This is an optimization exercise on Yosys and OpenROAD, whose aim is small area and a short achievable clock period, not a production implementation. Where RTL was checked, it was by simulation tests only, not by an equivalence proof against the original. Power figures rest on the tool's default switching activity, not on a simulated workload.

==> module adress_checker, before the edit <==
module adress_checker(
    input clk,
    input rst,
    input [63:0] address,          
    input [63:0] size,             
    input valid,                   
    input [3:0] start,             
    input [3:0] complete,          
    output reg [1:0] dependency    
    );
reg [63:0] address_buffer [0:3];
reg [63:0] end_address_buffer [0:3];
reg [3:0] busy;
reg [3:0] free;      
function le64;
    input [63:0] x;
    input [63:0] y;
    reg [63:0] g, p;
    integer k, w;
    begin
        g = y & ~x;
        p = y | ~x;
        g[0] = p[0];                       
        for (w = 32; w >= 1; w = w / 2)
            for (k = 0; k < w; k = k + 1) begin
                g[k] = g[2*k+1] | (p[2*k+1] & g[2*k]);
                p[k] = p[2*k+1] & p[2*k];
            end
        le64 = g[0];
    end
endfunction
function [63:0] addm1;
    input [63:0] x;
    input [63:0] y;
    reg [63:0] u, v, g, p;
    integer k, l, s;
    begin
        u = ~(x ^ y);
        v = {(x[62:0] | y[62:0]), 1'b0};
        g = u & v;
        p = u ^ v;
        for (l = 0; l < 6; l = l + 1) begin
            s = 1 << l;
            for (k = 63; k >= 0; k = k - 1)
                if ((k & s) != 0) begin
                    g[k] = g[k] | (p[k] & g[(k & ~(2*s-1)) + s - 1]);
                    p[k] = p[k] & p[(k & ~(2*s-1)) + s - 1];
                end
        end
        addm1 = (u ^ v) ^ {g[62:0], 1'b0};
    end
endfunction
wire [63:0] end_address = addm1(address, size);
reg [3:0] clash;
reg [3:0] take;
integer i;
always @(*) begin
    for (i = 0; i < 4; i = i + 1)
        clash[i] = busy[i] & le64(address, end_address_buffer[i]) & le64(address_buffer[i], end_address);
    take[0] = ~busy[0];
    take[1] = busy[0] & ~busy[1];
    take[2] = busy[0] & busy[1] & ~busy[2];
    take[3] = busy[0] & busy[1] & busy[2] & ~busy[3];
end
always @(posedge clk) begin
    for (i = 0; i < 4; i = i + 1) begin
        address_buffer[i] <= (address_buffer[i] & {64{busy[i]}}) | (address & {64{free[i]}});
        end_address_buffer[i] <= (end_address_buffer[i] & {64{busy[i]}}) | (end_address & {64{free[i]}});
    end
end
always @(posedge clk) begin
    if (~rst) begin
        busy <= 0;
        free <= 4'b1111;
        dependency <= 0;
    end
    else begin
        if (valid)
            dependency <= (&busy) ? 2'b11 : (|clash) ? 2'b01 : 2'b00;
        busy <= (busy & ~complete) | (take & {4{valid & ~|clash}});
        free <= ~((busy & ~complete) | (take & {4{valid & ~|clash}}));
    end
end
endmodule
export LEC_CHECK = 0
export ABC_AREA = 1
export CAP_MARGIN = 20
export CORE_MARGIN = 2
export CORE_UTILIZATION = 60
export CTS_CLUSTER_DIAMETER = 100
export CTS_CLUSTER_SIZE = 25
export SETUP_SLACK_MARGIN = 3.0
export SLEW_MARGIN = 20
export TNS_END_PERCENT = 10
export BUFFER_PORTS_ARGS = -buffer_cell sky130_fd_sc_hd__buf_2
create_clock -name core_clock -period 7.5 [get_ports {clk}]
standard.sh (not shown) runs the stock make flow with config.mk's settings and CLKGATE_MAP_FILE= SYNTH_SCRIPT=/design/flow/synth_recipe.tcl, a recipe that flattens the netlist after the stock synthesis.
==> flow/flow/run.sh <==
#!/bin/bash
# Standard ORFS layout (standard.sh) with two changes:
# - the half/full adder cells are don't-use, so Yosys leaves adder and
#   comparator logic to ABC instead of extracting ha/fa cells;
# - the port buffers that buffer_ports inserts are buf_2 cells.
set -e
cat >> config.mk <<'EOF'
export DONT_USE_CELLS += sky130_fd_sc_hd__ha_1 sky130_fd_sc_hd__ha_2 sky130_fd_sc_hd__ha_4 sky130_fd_sc_hd__fa_1 sky130_fd_sc_hd__fa_2 sky130_fd_sc_hd__fa_4 sky130_fd_sc_hd__fah_1 sky130_fd_sc_hd__fahcin_1 sky130_fd_sc_hd__fahcon_1
export BUFFER_PORTS_ARGS = -buffer_cell sky130_fd_sc_hd__buf_2
EOF
bash standard.sh > standard.log 2>&1
Edit:
==> flow/design.v (replaced) <==
`timescale 1ns / 1ps
module adress_checker(
    input clk,
    input rst,
    input [63:0] address,          
    input [63:0] size,             
    input valid,                   
    input [3:0] start,             
    input [3:0] complete,          
    output reg [1:0] dependency    
    );
reg [63:0] address_buffer [0:3];       
reg [63:0] end_plus1_buffer [0:3];     
reg [3:0] end_plus1_top;               
reg [3:0] busy;
reg [3:0] free;      
function lt64;
    input [63:0] x;
    input [63:0] y;
    reg [63:0] g, p;
    integer k, w;
    begin
        g = y & ~x;
        p = y | ~x;
        for (w = 32; w >= 1; w = w / 2)
            for (k = 0; k < w; k = k + 1) begin
                g[k] = g[2*k+1] | (p[2*k+1] & g[2*k]);
                p[k] = p[2*k+1] & p[2*k];
            end
        lt64 = g[0];
    end
endfunction
function [63:0] add64;
    input [63:0] x;
    input [63:0] y;
    reg [63:0] g, p;
    integer k, l, s;
    begin
        g = x & y;
        p = x ^ y;
        for (l = 0; l < 6; l = l + 1) begin
            s = 1 << l;
            for (k = 63; k >= 0; k = k - 1)
                if ((k & s) != 0) begin
                    g[k] = g[k] | (p[k] & g[(k & ~(2*s-1)) + s - 1]);
                    p[k] = p[k] & p[(k & ~(2*s-1)) + s - 1];
                end
        end
        add64 = (x ^ y) ^ {g[62:0], 1'b0};
    end
endfunction
wire [63:0] end_plus1 = add64(address, size);
wire end_plus1_is_top = ~|end_plus1;
reg [3:0] clash;
reg [3:0] take;
integer i;
always @(*) begin
    for (i = 0; i < 4; i = i + 1)
        clash[i] = busy[i]
                 & (end_plus1_top[i] | lt64(address, end_plus1_buffer[i]))
                 & (end_plus1_is_top | lt64(address_buffer[i], end_plus1));
    take[0] = ~busy[0];
    take[1] = busy[0] & ~busy[1];
    take[2] = busy[0] & busy[1] & ~busy[2];
    take[3] = busy[0] & busy[1] & busy[2] & ~busy[3];
end
always @(posedge clk) begin
    for (i = 0; i < 4; i = i + 1) begin
        address_buffer[i] <= (address_buffer[i] & {64{busy[i]}}) | (address & {64{free[i]}});
        end_plus1_buffer[i] <= (end_plus1_buffer[i] & {64{busy[i]}}) | (end_plus1 & {64{free[i]}});
        end_plus1_top[i] <= (end_plus1_top[i] & busy[i]) | (end_plus1_is_top & free[i]);
    end
end
always @(posedge clk) begin
    if (~rst) begin
        busy <= 0;
        free <= 4'b1111;
        dependency <= 0;
    end
    else begin
        if (valid)
            dependency <= (&busy) ? 2'b11 : (|clash) ? 2'b01 : 2'b00;
        busy <= (busy & ~complete) | (take & {4{valid & ~|clash}});
        free <= ~((busy & ~complete) | (take & {4{valid & ~|clash}}));
    end
end
endmodule
What happened: The new run went through all stages and came out clean. Final cell count went down by 6.9%. Clock power increases by about 4%. Sequential power went down by about 2%. Clock-buffer cell count does not change. Clock skew hardly moves. Wire length falls by 3.8%. Sequential cell count went up by 4. Maximum frequency goes down by 3.0%. Non-clock buffer count falls by 66. Global-route usage decreases by 0.29 points. Power goes down by 8.5%.

========
adress_checker, a different RTL version from the one above (not shown whole).
For scale: roughly 3100 cells after synthesis, ~520 flip-flops.
==> module adress_checker, before the edit <==
module adress_checker(
    input clk,
    input rst,
    input [63:0] address,          
    input [63:0] size,             
    input valid,                   
    input [3:0] start,             
    input [3:0] complete,          
    output reg [1:0] dependency    
    );
reg [63:0] address_buffer [0:3];
reg [63:0] end_address_buffer [0:3];
reg [3:0] busy;
reg [3:0] clash;
reg full;
reg [3:0] take;
wire [63:0] end_address = address + size - 1'b1;
integer i;
always @(*) begin
    full = &busy;
    for (i = 0; i < 4; i = i + 1)
        clash[i] = busy[i] & (address <= end_address_buffer[i]) & (end_address >= address_buffer[i]);
    take[0] = ~busy[0];
    take[1] = busy[0] & ~busy[1];
    take[2] = busy[0] & busy[1] & ~busy[2];
    take[3] = busy[0] & busy[1] & busy[2] & ~busy[3];
end
always @(posedge clk) begin
    for (i = 0; i < 4; i = i + 1)
        if (~busy[i]) begin
            address_buffer[i] <= address;
            end_address_buffer[i] <= end_address;
        end
end
always @(posedge clk) begin
    if (~rst) begin
        busy <= 0;
        dependency <= 0;
    end
    else begin
        if (valid)
            dependency <= full ? 2'b11 : (|clash) ? 2'b01 : 2'b00;
        busy <= (busy & ~complete) | (take & {4{valid & ~|clash}});
    end
end
endmodule
clock: 7.5 ns
lec_check: 0
cap_margin: 20
core_margin: 2
core_utilization: 40
setup_slack_margin: 0.1
slew_margin: 20
run.sh (not shown) runs the stock make flow with config.mk's settings and CLKGATE_MAP_FILE= SYNTH_SCRIPT=/design/flow/synth_recipe.tcl, a recipe that flattens the netlist after the stock synthesis.
Stock flow here: none of the scripts above is used.
Edit:
==> flow/design.v (replaced) <==
`timescale 1ns / 1ps
module adress_checker(
    input clk,
    input rst,
    input [63:0] address,          
    input [63:0] size,             
    input valid,                   
    input [3:0] start,             
    input [3:0] complete,          
    output reg [1:0] dependency    
    );
reg [63:0] address_buffer [0:3];
reg [63:0] end_address_buffer [0:3];
reg [3:0] busy;
reg [3:0] clash;
reg full;
reg [1:0] free_slot;
wire [63:0] end_address;
assign end_address = address + size - 1'b1;
integer i;
always @(*) begin
    full = &busy;
    for (i = 0; i < 4; i = i + 1)
        clash[i] = busy[i] & (address <= end_address_buffer[i]) & (end_address >= address_buffer[i]);
    if (~busy[0])      free_slot = 2'd0;
    else if (~busy[1]) free_slot = 2'd1;
    else if (~busy[2]) free_slot = 2'd2;
    else               free_slot = 2'd3;
end
always @(posedge clk) begin
    if (~rst) begin
        for (i = 0; i < 4; i = i + 1) begin
            address_buffer[i] <= 0;
            end_address_buffer[i] <= 0;
        end
        busy <= 0;
        dependency <= 0;
    end
    else begin
        busy <= busy & ~complete;
        if (valid) begin
            if (full) begin
                dependency <= 2'b11;
            end
            else if (|clash) begin
                dependency <= 2'b01;
            end
            else begin
                dependency <= 2'b00;
                address_buffer[free_slot] <= address;
                end_address_buffer[free_slot] <= end_address;
                busy[free_slot] <= 1'b1;
            end
        end
    end
end
endmodule
Effect:
- register-to-register slack is better by 200 ps
- first-iteration DRC count grows by 50%
- total power shrinks by 5.7%
- synthesized area grows by 13%
- global-route usage grows by 3.5 points
- design area grows by 22%
- synthesized cell count grows by 29%
- clock-buffer cell count grows by 12
No functional check of the RTL was part of the first run of this note.

========
Another version of the RTL of adress_checker (not shown whole).
For scale: roughly 3600 cells after synthesis, ~520 flip-flops, ~140 I/O pins.
==> module adress_checker, before the edit <==
module adress_checker(
    input clk,
    input rst,
    input [63:0] address,          
    input [63:0] size,             
    input valid,                   
    input [3:0] start,             
    input [3:0] complete,          
    output reg [1:0] dependency    
    );
reg [63:0] address_buffer [0:3];       
reg [63:0] end_plus1_buffer [0:3];     
reg [3:0] end_plus1_top;               
reg [3:0] busy;
function lt64;
    input [63:0] x;
    input [63:0] y;
    reg [63:0] g, p;
    integer k, w;
    begin
        g = y & ~x;
        p = y | ~x;
        for (w = 32; w >= 1; w = w / 2)
            for (k = 0; k < w; k = k + 1) begin
                g[k] = g[2*k+1] | (p[2*k+1] & g[2*k]);
                p[k] = p[2*k+1] & p[2*k];
            end
        lt64 = g[0];
    end
endfunction
function [63:0] add64;
    input [63:0] x;
    input [63:0] y;
    reg [63:0] g, p;
    integer k, l, s;
    begin
        g = x & y;
        p = x ^ y;
        for (l = 0; l < 6; l = l + 1) begin
            s = 1 << l;
            for (k = 63; k >= 0; k = k - 1)
                if ((k & s) != 0) begin
                    g[k] = g[k] | (p[k] & g[(k & ~(2*s-1)) + s - 1]);
                    p[k] = p[k] & p[(k & ~(2*s-1)) + s - 1];
                end
        end
        add64 = (x ^ y) ^ {g[62:0], 1'b0};
    end
endfunction
wire [63:0] end_plus1 = add64(address, size);
wire end_plus1_is_top = ~|end_plus1;
reg [3:0] clash;
reg [3:0] take;
integer i;
always @(*) begin
    for (i = 0; i < 4; i = i + 1)
        clash[i] = busy[i]
                 & (end_plus1_top[i] | lt64(address, end_plus1_buffer[i]))
                 & (end_plus1_is_top | lt64(address_buffer[i], end_plus1));
    take[0] = ~busy[0];
    take[1] = busy[0] & ~busy[1];
    take[2] = busy[0] & busy[1] & ~busy[2];
    take[3] = busy[0] & busy[1] & busy[2] & ~busy[3];
end
always @(posedge clk) begin
    for (i = 0; i < 4; i = i + 1) begin
        if (~busy[i]) begin
            address_buffer[i] <= address;
            end_plus1_buffer[i] <= end_plus1;
            end_plus1_top[i] <= end_plus1_is_top;
        end
    end
end
always @(posedge clk) begin
    if (~rst) begin
        busy <= 0;
        dependency <= 0;
    end
    else begin
        if (valid)
            dependency <= (&busy) ? 2'b11 : (|clash) ? 2'b01 : 2'b00;
        busy <= (busy & ~complete) | (take & {4{valid & ~|clash}});
    end
end
endmodule
clock: 7.5 ns
lec_check: 0
abc_area: 1
cap_margin: 20
core_margin: 2
core_utilization: 60
cts_cluster_diameter: 100
cts_cluster_size: 25
setup_slack_margin: 3.2
slew_margin: 20
tns_end_percent: 10
buffer_ports_args: -buffer_cell sky130_fd_sc_hd__buf_2
standard.sh (not shown) runs the stock make flow with config.mk's settings and CLKGATE_MAP_FILE= SYNTH_SCRIPT=/design/flow/synth_recipe.tcl, a recipe that flattens the netlist after the stock synthesis.
Scripts as last shown in full above: flow/flow/run.sh
Then changed:
--- a/flow/design.v
+++ b/flow/design.v
@@ -12,8 +12,9 @@
 reg [63:0] address_buffer [0:3];       
 reg [63:0] end_plus1_buffer [0:3];     
 reg [3:0] end_plus1_top;               
 reg [3:0] busy;
+reg [3:0] free;      
 function lt64;
     input [63:0] x;
     input [63:0] y;
     reg [63:0] g, p;
@@ -49,38 +50,39 @@
     end
 endfunction
 wire [63:0] end_plus1 = add64(address, size);
 wire end_plus1_is_top = ~|end_plus1;
+reg [3:0] early;      
 reg [3:0] clash;
 reg [3:0] take;
 integer i;
 always @(*) begin
-    for (i = 0; i < 4; i = i + 1)
-        clash[i] = busy[i]
-                 & (end_plus1_top[i] | lt64(address, end_plus1_buffer[i]))
-                 & (end_plus1_is_top | lt64(address_buffer[i], end_plus1));
+    for (i = 0; i < 4; i = i + 1) begin
+        early[i] = busy[i] & (end_plus1_top[i] | lt64(address, end_plus1_buffer[i]));
+        clash[i] = early[i] & (end_plus1_is_top | lt64(address_buffer[i], end_plus1));
+    end
     take[0] = ~busy[0];
     take[1] = busy[0] & ~busy[1];
     take[2] = busy[0] & busy[1] & ~busy[2];
     take[3] = busy[0] & busy[1] & busy[2] & ~busy[3];
 end
 always @(posedge clk) begin
     for (i = 0; i < 4; i = i + 1) begin
-        if (~busy[i]) begin
-            address_buffer[i] <= address;
-            end_plus1_buffer[i] <= end_plus1;
-            end_plus1_top[i] <= end_plus1_is_top;
-        end
+        address_buffer[i] <= (address_buffer[i] & {64{busy[i]}}) | (address & {64{free[i]}});
+        end_plus1_buffer[i] <= (end_plus1_buffer[i] & {64{busy[i]}}) | (end_plus1 & {64{free[i]}});
+        end_plus1_top[i] <= (end_plus1_top[i] & busy[i]) | (end_plus1_is_top & free[i]);
     end
 end
 always @(posedge clk) begin
     if (~rst) begin
         busy <= 0;
+        free <= 4'b1111;
         dependency <= 0;
     end
     else begin
-        if (valid)
-            dependency <= (&busy) ? 2'b11 : (|clash) ? 2'b01 : 2'b00;
-        busy <= (busy & ~complete) | (take & {4{valid & ~|clash}});
+        dependency[1] <= valid ? (&busy) : dependency[1];
+        dependency[0] <= (valid & (&busy)) | (valid & |clash) | (~valid & dependency[0]);
+        busy <= (busy & ~complete) | ((take & {4{valid}}) & {4{~|clash}});
+        free <= ~((busy & ~complete) | ((take & {4{valid}}) & {4{~|clash}}));
     end
 end
 endmodule
Outcome: The changed run finished with timing, DRC and antenna clean. Maximum frequency drops by 1.1%. Power climbs by 3.6%. Sequential power drops by 11%. Non-clock buffer count climbs by 75. Die area drops by 2.0%. Design area drops by 0.81%. Core utilization climbs by 1.0 points. Via count climbs by 22%. Worst setup slack degrades by 47 ps. Cell count climbs by 18%. Routed wire length climbs by 25%.
Function was not checked in any run of this note: the RTL went through the layout flow alone.

static timing again, ports no longer ideal:
In the flow no input, the clock included, has a driving cell. The finished layouts below were timed again as built, in two steps.
Step 1: set_driving_cell puts a clkbuf_16 on clk and a buf_2 on each other input, an assumption about the parent block.
Step 2 moves the port delays by t, midway between the first and last clock arrival at a register: inputs arrive t later, outputs are due t later. That takes back most of the time a late clock gives input paths.
a / b / c = no drivers / after step 1 / after step 2; a / b = the first two.
| run | shift t [ns] | slack for setup (ns) | hold WS [ns] | worst slew at a driven data input, ns | pins driven straight from the clock port |
|---|---|---|---|---|---|
| the first run of note 1 | 0.649 | 3.155 / 3.195 / 2.546 | 0.463 / 0.463 / 0.463 | 0.05 | 1 |
| the second run of note 1 | 0.659 | 3.020 / 3.061 / 2.402 | 0.469 / 0.469 / 0.469 | 0.05 | 1 |
| the first run of note 2 | 0.686 | 0.362 / 0.396 / -0.290 | 0.611 / 0.611 / 0.611 | 0.07 | 1 |
| the second run of note 2 | 0.709 | 0.173 / 0.214 / -0.495 | 0.485 / 0.485 / 0.485 | 0.07 | 1 |
| the first run of note 3 | 0.640 | 3.213 / 3.245 / 2.605 | 0.553 / 0.553 / 0.553 | 0.07 | 1 |
| the second run of note 3 | 0.660 | 3.167 / 3.199 / 2.539 | 0.468 / 0.468 / 0.468 | 0.07 | 1 |
With both steps, setup timing fails in the first run of note 2 and the second run of note 2, where it was met with ideal ports. For the second run of note 2, which loses most, drivers alone change the setup slack by +0.041 ns; drivers and shift together by -0.668 ns.
